What follows belongs to an exercise in optimizing a design on an open flow for small area and a short achievable clock period; a production flow would make more cautious choices.
At most, simulation tests tie the RTL to the original design; equivalence was not proved.
Power and IR drop assume default switching activity.

==> trial 6: inputs <==
## bfu_dif_top
module bfu_dif_top
  #(parameter  Q_POINT = 8,
    parameter  TW_ROM_DEPTH = 4,
    parameter ADDR_W = $clog2(TW_ROM_DEPTH),
    parameter TW_ROM_FILE = "tw_rom_p_8_st_1_q_8.mem")
   (
     input clk,
     input reset_n,
     input [31:0] a,
     input [31:0] b,
     input [ADDR_W-1:0] tw_addr,
     output [31:0] c_plus,
     output [31:0] c_minus
   );
clock: 6.5 ns
lec_check: 0
cap_margin: 20
core_margin: 2
core_utilization: 40
setup_slack_margin: 3.7
slew_margin: 20
standard.sh (not shown) runs the stock make flow with config.mk's settings and CLKGATE_MAP_FILE= SYNTH_SCRIPT=/design/flow/synth_recipe.tcl, a recipe that flattens the netlist after the stock synthesis.
==> flow/flow/run.sh <==
#!/bin/bash
# Standard layout, with the ports buffered by buf_2 cells instead of the
# cell buffer_ports picks by default. Each ORFS step logs under orfs/logs/.
set -euo pipefail
bash standard.sh BUFFER_PORTS_ARGS="-buffer_cell sky130_fd_sc_hd__buf_2" finish > standard.log 2>&1
==> inputs of trial 4, as changes to trial 6 <==
==> flow/run.sh (new file) <==
#!/bin/bash
# synth_recipe.tcl (not shown) runs the flow's synth.tcl, then flattens the netlist and writes it again
# the make line also repeats each setting of config.mk as NAME=value (left out here)
make -C /OpenROAD-flow-scripts/flow DESIGN_CONFIG=/design/flow/config.mk WORK_HOME=/design/flow/orfs CLKGATE_MAP_FILE= SYNTH_SCRIPT=/design/flow/synth_recipe.tcl finish
Settings changed: SETUP_SLACK_MARGIN 3.7 to default.
removed: flow/flow/run.sh
removed: flow/standard.sh
==> inputs of build 32, as changes to trial 6 <==
==> flow/run.sh (new file) <==
#!/bin/bash
# synth_recipe.tcl (not shown) runs the flow's synth.tcl, then flattens the netlist and writes it again
# the make line also repeats each setting of config.mk as NAME=value (left out here)
make -C /OpenROAD-flow-scripts/flow DESIGN_CONFIG=/design/flow/config.mk WORK_HOME=/design/flow/orfs CLKGATE_MAP_FILE= SYNTH_SCRIPT=/design/flow/synth_recipe.tcl finish
Settings changed: CORE_UTILIZATION 40 to 55, CTS_BUF_LIST from default to sky130_fd_sc_hd__clkbuf_8.
removed: flow/flow/run.sh
removed: flow/standard.sh
==> comparison table <==
quantity	trial 4	trial 6	build 32
Met1 global-route usage	0.181	0.183	0.242
Drt pass-1 iters	5	5	4
Internal cell power	6.75 mW	7.30 mW	7.33 mW
Largest power group	sequential cells	combinational logic	combinational logic
Amount of wire on met2 after detailed routing	13900 um	15100 um	14700 um
Slowest Stage Delay on Critical Path	760 ps	390 ps	390 ps
Core occupancy in the finished layout	0.478	0.495	0.704
Seq power	4.03 mW	4.02 mW	4.00 mW
Combinational fraction of design power	0.381	0.421	0.435
Post-placement cell count	2353	2354	2164
Result of the run	finished clean	finished clean	finished clean
Slowest cell on the critical path	dfxtp_1	dfxtp_4	dfxtp_4
Via Count	11.1k	11.6k	11.7k
Area occupied by multi-input gates	8120 um^2	8600 um^2	8580 um^2
Number of CTS-inserted buffers	42	44	66
Core box area	42900 um^2	42900 um^2	30700 um^2
Critical Path Start	k2	url2[1]	url2[1]
Via count of the first global-routing pass	11.0k	11.4k	11.5k
Max Used Layer	met4	met5	met4
Worst Setup Slack post-DPL	2990 ps	3130 ps	3070 ps
Routability congestion estimate	0.832	0.871	0.854
No functional check of the RTL was part of any run of this note.

* * *

==> inputs of job 7320 <==
bfu_dif_top, a different RTL version from the one above (not shown whole).
clock: 6.5 ns
lec_check: 0
cap_margin: 20
core_margin: 2
core_utilization: 40
setup_slack_margin: 4.0
slew_margin: 20
==> flow/flow/run.sh <==
#!/bin/bash
# Standard layout, with the ports buffered by buf_2 cells instead of the
# cell buffer_ports picks by default, and a clock tree with larger sink
# clusters and no dummy loads. Each ORFS step logs under orfs/logs/.
set -euo pipefail
bash standard.sh BUFFER_PORTS_ARGS="-buffer_cell sky130_fd_sc_hd__buf_2" \
  CTS_ARGS="-sink_clustering_enable -repair_clock_nets -dont_use_dummy_load -sink_clustering_size 30 -sink_clustering_max_diameter 80" \
  finish > standard.log 2>&1
==> job 2598 (differences from job 7320) <==
--- a/flow/design.v
+++ b/flow/design.v
@@ -245,12 +245,35 @@
       kmul_top[4] = (k & ~n[1] & n[0]) | (k & n[1] & ~n[0]);
       kmul_top[5] = (k & ~n[1] & n[0]);
       kmul_top[6] = (k & n[1] & n[0]);
       kmul_top[7] = (k & ~n[1] & n[0]) | (k & n[1] & ~n[0]);
     end
   endfunction
+  function kmul_c;
+    input k;
+    input [7:0] n;
+    reg [11:0] t0, t1;
+    reg [4:0] s;
+    begin
+      t0 = kmul(k, n[3:0]);
+      t1 = kmul(k, n[7:4]);
+      s = {1'b0, t1[3:0]} + {1'b0, t0[7:4]};
+      kmul_c = s[4];
+    end
+  endfunction
+  function [7:0] kmul_q;
+    input k;
+    input [7:0] n;
+    input c;
+    reg [11:0] t0, t1;
+    begin
+      t0 = kmul(k, n[3:0]);
+      t1 = kmul(k, n[7:4]);
+      kmul_q = t1[11:4] + {4'd0, t0[11:8]} + {7'd0, c};
+    end
+  endfunction
   wire [8:0] srL = {1'b0, a[7:0]} + {1'b0, b[7:0]};
   wire [8:0] siL = {1'b0, a[23:16]} + {1'b0, b[23:16]};
   wire [8:0] ndL = {1'b0, b[7:0]} + {1'b0, ~a[7:0]} + {1'b1};
   wire [8:0] diL = {1'b0, a[23:16]} + {1'b0, ~b[23:16]} + {1'b1};
   reg [7:0] sr1, si1, nd1, di1;
   reg csr1, csi1, cnd1, cdi1;
@@ -493,38 +516,32 @@
   wire [9:0] xrH = r2_z2 ? 10'd0 : (r2_t3 ? ndxH : ~ndxH);
   wire [9:0] yrH = r2_z0 ? 10'd0 : dixH;
   wire [9:0] xiH = i2_nz0 ? ndxH : 10'd0;
   wire [9:0] yiH = i2_nz2 ? (i2_nt3 ? dixH : ~dixH) : 10'd0;
   wire [10:0] urH = {1'b0, xrH} + {1'b0, yrH} + {cur2};
   wire [10:0] uiH = {1'b0, xiH} + {1'b0, yiH} + {cui2};
-  wire [11:0] rlo_t0 = kmul(k2, url2[3:0]), rlo_t1 = kmul(k2, url2[7:4]);
-  wire [11:0] ilo_t0 = kmul(~nk2, uil2[3:0]), ilo_t1 = kmul(~nk2, uil2[7:4]);
-  wire [4:0] rlo_c = {1'b0, rlo_t0[7:4]} + {1'b0, rlo_t1[3:0]};
-  wire [4:0] ilo_c = {1'b0, ilo_t0[7:4]} + {1'b0, ilo_t1[3:0]};
   reg [31:0] p3;
   reg [9:0] urh3, uih3;
-  reg [3:0] rt03, it03;
-  reg [7:0] rt13, it13;
+  reg [7:0] url3, uil3;
   reg rqc3, iqc3;
   reg k3, nk3;
   always @(posedge clk) begin
     p3 <= p2;
     urh3 <= urH[9:0]; uih3 <= uiH[9:0];
-    rt03 <= rlo_t0[11:8]; rt13 <= rlo_t1[11:4];
-    it03 <= ilo_t0[11:8]; it13 <= ilo_t1[11:4];
-    rqc3 <= rlo_c[4]; iqc3 <= ilo_c[4];
+    url3 <= url2; uil3 <= uil2;
+    rqc3 <= kmul_c(k2, url2); iqc3 <= kmul_c(~nk2, uil2);
     k3 <= k2; nk3 <= nk2;
   end
   reg [31:0] p4;
   reg [9:0] urh4, uih4;
   reg [7:0] rq4, iq4;
   reg k4, nk4;
   always @(posedge clk) begin
     p4 <= p3;
     urh4 <= urh3; uih4 <= uih3;
-    rq4 <= rt13 + {4'd0, rt03} + {7'd0, rqc3}; iq4 <= it13 + {4'd0, it03} + {7'd0, iqc3};
+    rq4 <= kmul_q(k3, url3, rqc3); iq4 <= kmul_q(~nk3, uil3, iqc3);
     k4 <= k3; nk4 <= nk3;
   end
   wire [11:0] rT2 = kmul(k4, urh4[3:0]), rT3 = kmul(k4, urh4[7:4]);
   wire [7:0] rT4 = kmul_top(k4, urh4[9:8]);
   wire rb_cs0 = rq4[0] ^ rT2[0] ^ 1'b0;
   wire rb_cc0 = (rq4[0] & rT2[0]) | (rq4[0] & 1'b0) | (rT2[0] & 1'b0);
==> results.json <==
{
  "clkPwrFrac": 0.150,
  "cpPeakStageDelay_ps": 380,
  "r2r-end": "rq4[6]$_DFF_P_",
  "p_clk_w": 0.00144,
  "synth_cells": 1634,
  "synth_simple_gate_area_share": 0.104,
  "outcome": "complete, no violations",
  "cp-startpoint": "url3[6]$_DFF_P_",
  "num_vias": 10900
}
(the above is from job 2598)
==> results.json <==
{
  "cp-startpoint": "uih4[3]$_DFF_P_",
  "r2r-end": "ic5a$_DFF_P_",
  "outcome": "complete, no violations",
  "synth_cells": 1673,
  "p_clk_w": 0.00143,
  "synth_simple_gate_area_share": 0.109
}
(the above is from job 7320)
For job 2598, only the layout was checked, not whether the RTL still works.

* * *

==> run C <==
Starting RTL as in the previous note.
clock: 6.5 ns
lec_check: 0
cap_margin: 20
core_margin: 2
core_utilization: 40
setup_slack_margin: 4.15
slew_margin: 20
Scripts as last shown in full above: flow/flow/run.sh
==> inputs of run D, as changes to run C <==
--- a/flow/design.v
+++ b/flow/design.v
@@ -245,12 +245,35 @@
       kmul_top[4] = (k & ~n[1] & n[0]) | (k & n[1] & ~n[0]);
       kmul_top[5] = (k & ~n[1] & n[0]);
       kmul_top[6] = (k & n[1] & n[0]);
       kmul_top[7] = (k & ~n[1] & n[0]) | (k & n[1] & ~n[0]);
     end
   endfunction
+  function kmul_c;
+    input k;
+    input [7:0] n;
+    reg [11:0] t0, t1;
+    reg [4:0] s;
+    begin
+      t0 = kmul(k, n[3:0]);
+      t1 = kmul(k, n[7:4]);
+      s = {1'b0, t1[3:0]} + {1'b0, t0[7:4]};
+      kmul_c = s[4];
+    end
+  endfunction
+  function [7:0] kmul_q;
+    input k;
+    input [7:0] n;
+    input c;
+    reg [11:0] t0, t1;
+    begin
+      t0 = kmul(k, n[3:0]);
+      t1 = kmul(k, n[7:4]);
+      kmul_q = t1[11:4] + {4'd0, t0[11:8]} + {7'd0, c};
+    end
+  endfunction
   wire [8:0] srL = {1'b0, a[7:0]} + {1'b0, b[7:0]};
   wire [8:0] siL = {1'b0, a[23:16]} + {1'b0, b[23:16]};
   wire [8:0] ndL = {1'b0, b[7:0]} + {1'b0, ~a[7:0]} + {1'b1};
   wire [8:0] diL = {1'b0, a[23:16]} + {1'b0, ~b[23:16]} + {1'b1};
   reg [7:0] sr1, si1, nd1, di1;
   reg csr1, csi1, cnd1, cdi1;
@@ -493,38 +516,32 @@
   wire [9:0] xrH = r2_z2 ? 10'd0 : (r2_t3 ? ndxH : ~ndxH);
   wire [9:0] yrH = r2_z0 ? 10'd0 : dixH;
   wire [9:0] xiH = i2_nz0 ? ndxH : 10'd0;
   wire [9:0] yiH = i2_nz2 ? (i2_nt3 ? dixH : ~dixH) : 10'd0;
   wire [10:0] urH = {1'b0, xrH} + {1'b0, yrH} + {cur2};
   wire [10:0] uiH = {1'b0, xiH} + {1'b0, yiH} + {cui2};
-  wire [11:0] rlo_t0 = kmul(k2, url2[3:0]), rlo_t1 = kmul(k2, url2[7:4]);
-  wire [11:0] ilo_t0 = kmul(~nk2, uil2[3:0]), ilo_t1 = kmul(~nk2, uil2[7:4]);
-  wire [4:0] rlo_c = {1'b0, rlo_t0[7:4]} + {1'b0, rlo_t1[3:0]};
-  wire [4:0] ilo_c = {1'b0, ilo_t0[7:4]} + {1'b0, ilo_t1[3:0]};
   reg [31:0] p3;
   reg [9:0] urh3, uih3;
-  reg [3:0] rt03, it03;
-  reg [7:0] rt13, it13;
+  reg [7:0] url3, uil3;
   reg rqc3, iqc3;
   reg k3, nk3;
   always @(posedge clk) begin
     p3 <= p2;
     urh3 <= urH[9:0]; uih3 <= uiH[9:0];
-    rt03 <= rlo_t0[11:8]; rt13 <= rlo_t1[11:4];
-    it03 <= ilo_t0[11:8]; it13 <= ilo_t1[11:4];
-    rqc3 <= rlo_c[4]; iqc3 <= ilo_c[4];
+    url3 <= url2; uil3 <= uil2;
+    rqc3 <= kmul_c(k2, url2); iqc3 <= kmul_c(~nk2, uil2);
     k3 <= k2; nk3 <= nk2;
   end
   reg [31:0] p4;
   reg [9:0] urh4, uih4;
   reg [7:0] rq4, iq4;
   reg k4, nk4;
   always @(posedge clk) begin
     p4 <= p3;
     urh4 <= urh3; uih4 <= uih3;
-    rq4 <= rt13 + {4'd0, rt03} + {7'd0, rqc3}; iq4 <= it13 + {4'd0, it03} + {7'd0, iqc3};
+    rq4 <= kmul_q(k3, url3, rqc3); iq4 <= kmul_q(~nk3, uil3, iqc3);
     k4 <= k3; nk4 <= nk3;
   end
   wire [11:0] rT2 = kmul(k4, urh4[3:0]), rT3 = kmul(k4, urh4[7:4]);
   wire [7:0] rT4 = kmul_top(k4, urh4[9:8]);
   wire rb_cs0 = rq4[0] ^ rT2[0] ^ 1'b0;
   wire rb_cc0 = (rq4[0] & rT2[0]) | (rq4[0] & 1'b0) | (rT2[0] & 1'b0);
==> flow/flow/run.sh (replaced) <==
#!/bin/bash
# Standard layout, with the ports buffered by buf_1 cells instead of the
# cell buffer_ports picks by default, and a clock tree with larger sink
# clusters and no dummy loads. Each ORFS step logs under orfs/logs/.
set -euo pipefail
bash standard.sh BUFFER_PORTS_ARGS="-buffer_cell sky130_fd_sc_hd__buf_1" \
  CTS_ARGS="-sink_clustering_enable -repair_clock_nets -dont_use_dummy_load -sink_clustering_size 30 -sink_clustering_max_diameter 80" \
  finish > standard.log 2>&1
SETUP_SLACK_MARGIN = 4.0   (was 4.15)
==> summary of the runs <==
- Against run C, the non-clock buffer count of run D is higher by 3.
- Between run D and run C, the lower power is in run C (gap 0.69%, measured against run C).
- Against run D, the synthesized area of run C is larger by about 0.9%.
- In run C the wire length is smaller than in run D, by 0.81%.
- Of run D and run C, run C has the higher utilization (gap 0.89 points).
- Of run D and run C, run C has the higher first-iteration DRC count (gap 28%, measured against run C).
- Cell count: run D is smaller than run C (about 1.2%).
- Of run D and run C, run C has the higher sequential cell count (gap 8).
==> figures <==
quantity	run D	run C
Starting Density	40.4%	40.6%
Synthesized instance count	1634	1673
Setup slack at placement	3.28 ns	3.41 ns
Met3 Resource Use GR	2.43%	2.64%
Logic pwr share	40.2%	40.1%
Initial antenna violation count	0	2
Area share of the leading cell type in the synthesized netlist	50.2%	50.7%
Highest metal used	met4	met5
Biggest cell delay along the critical path	0.37 ns	0.51 ns
Mean post-synth cell area	10.7 um2	10.5 um2
Global-route track usage on met2	22.2%	21.8%
Run status	no timing/DRC/antenna violations	no timing/DRC/antenna violations
Worst setup endpoint	rq4[6]	ic5a
TritonCTS buffer count	26	23
Actual transition at the worst max-transition pin	0.650 ns	0.730 ns
Area of all placed cells without fillers	19900 um2	20400 um2
Headroom to the max-slew limit	55.6%	50.1%
Origin of the worst setup path	url3[6]	uih4[3]
Only the layout flow was run in run D; the RTL was not checked for function there.

## static timing again, ports no longer ideal
In the flow no input, the clock included, has a driving cell. The finished layouts below were timed again as built, in two steps. Step 1: set_driving_cell puts a clkbuf_16 on clk and a buf_2 on each other input, an assumption about the parent block. Step 2, shift: input delay + t, output delay - t, t = (earliest + latest rising clock arrival at the registers) / 2. This alone moves slack from input paths to output paths. Three values: ideal, step 1, step 2; two values: the first two.
run	shift t [ns]	setup slack, ns	worst data-port slew with drivers (ns)	cell pins on the clock port's net
trial 6	0.622	3.548 / 3.548 / 3.484	0.05	1
trial 4	0.605	2.921 / 2.921 / 2.921	0.06	1
build 32	0.617	3.534 / 3.534 / 3.188	0.06	1
job 7320	0.597	4.003 / 4.003 / 3.608	0.06	1
job 2598	0.595	3.888 / 3.888 / 3.527	0.05	1
run C	0.596	4.030 / 4.030 / 3.667	0.07	1
run D	0.599	3.826 / 3.826 / 3.550	0.04	1
After both steps setup and hold are still met in every run listed. For job 7320, which loses most, drivers alone change the setup slack by 0.000 ns; drivers and shift together by -0.395 ns.
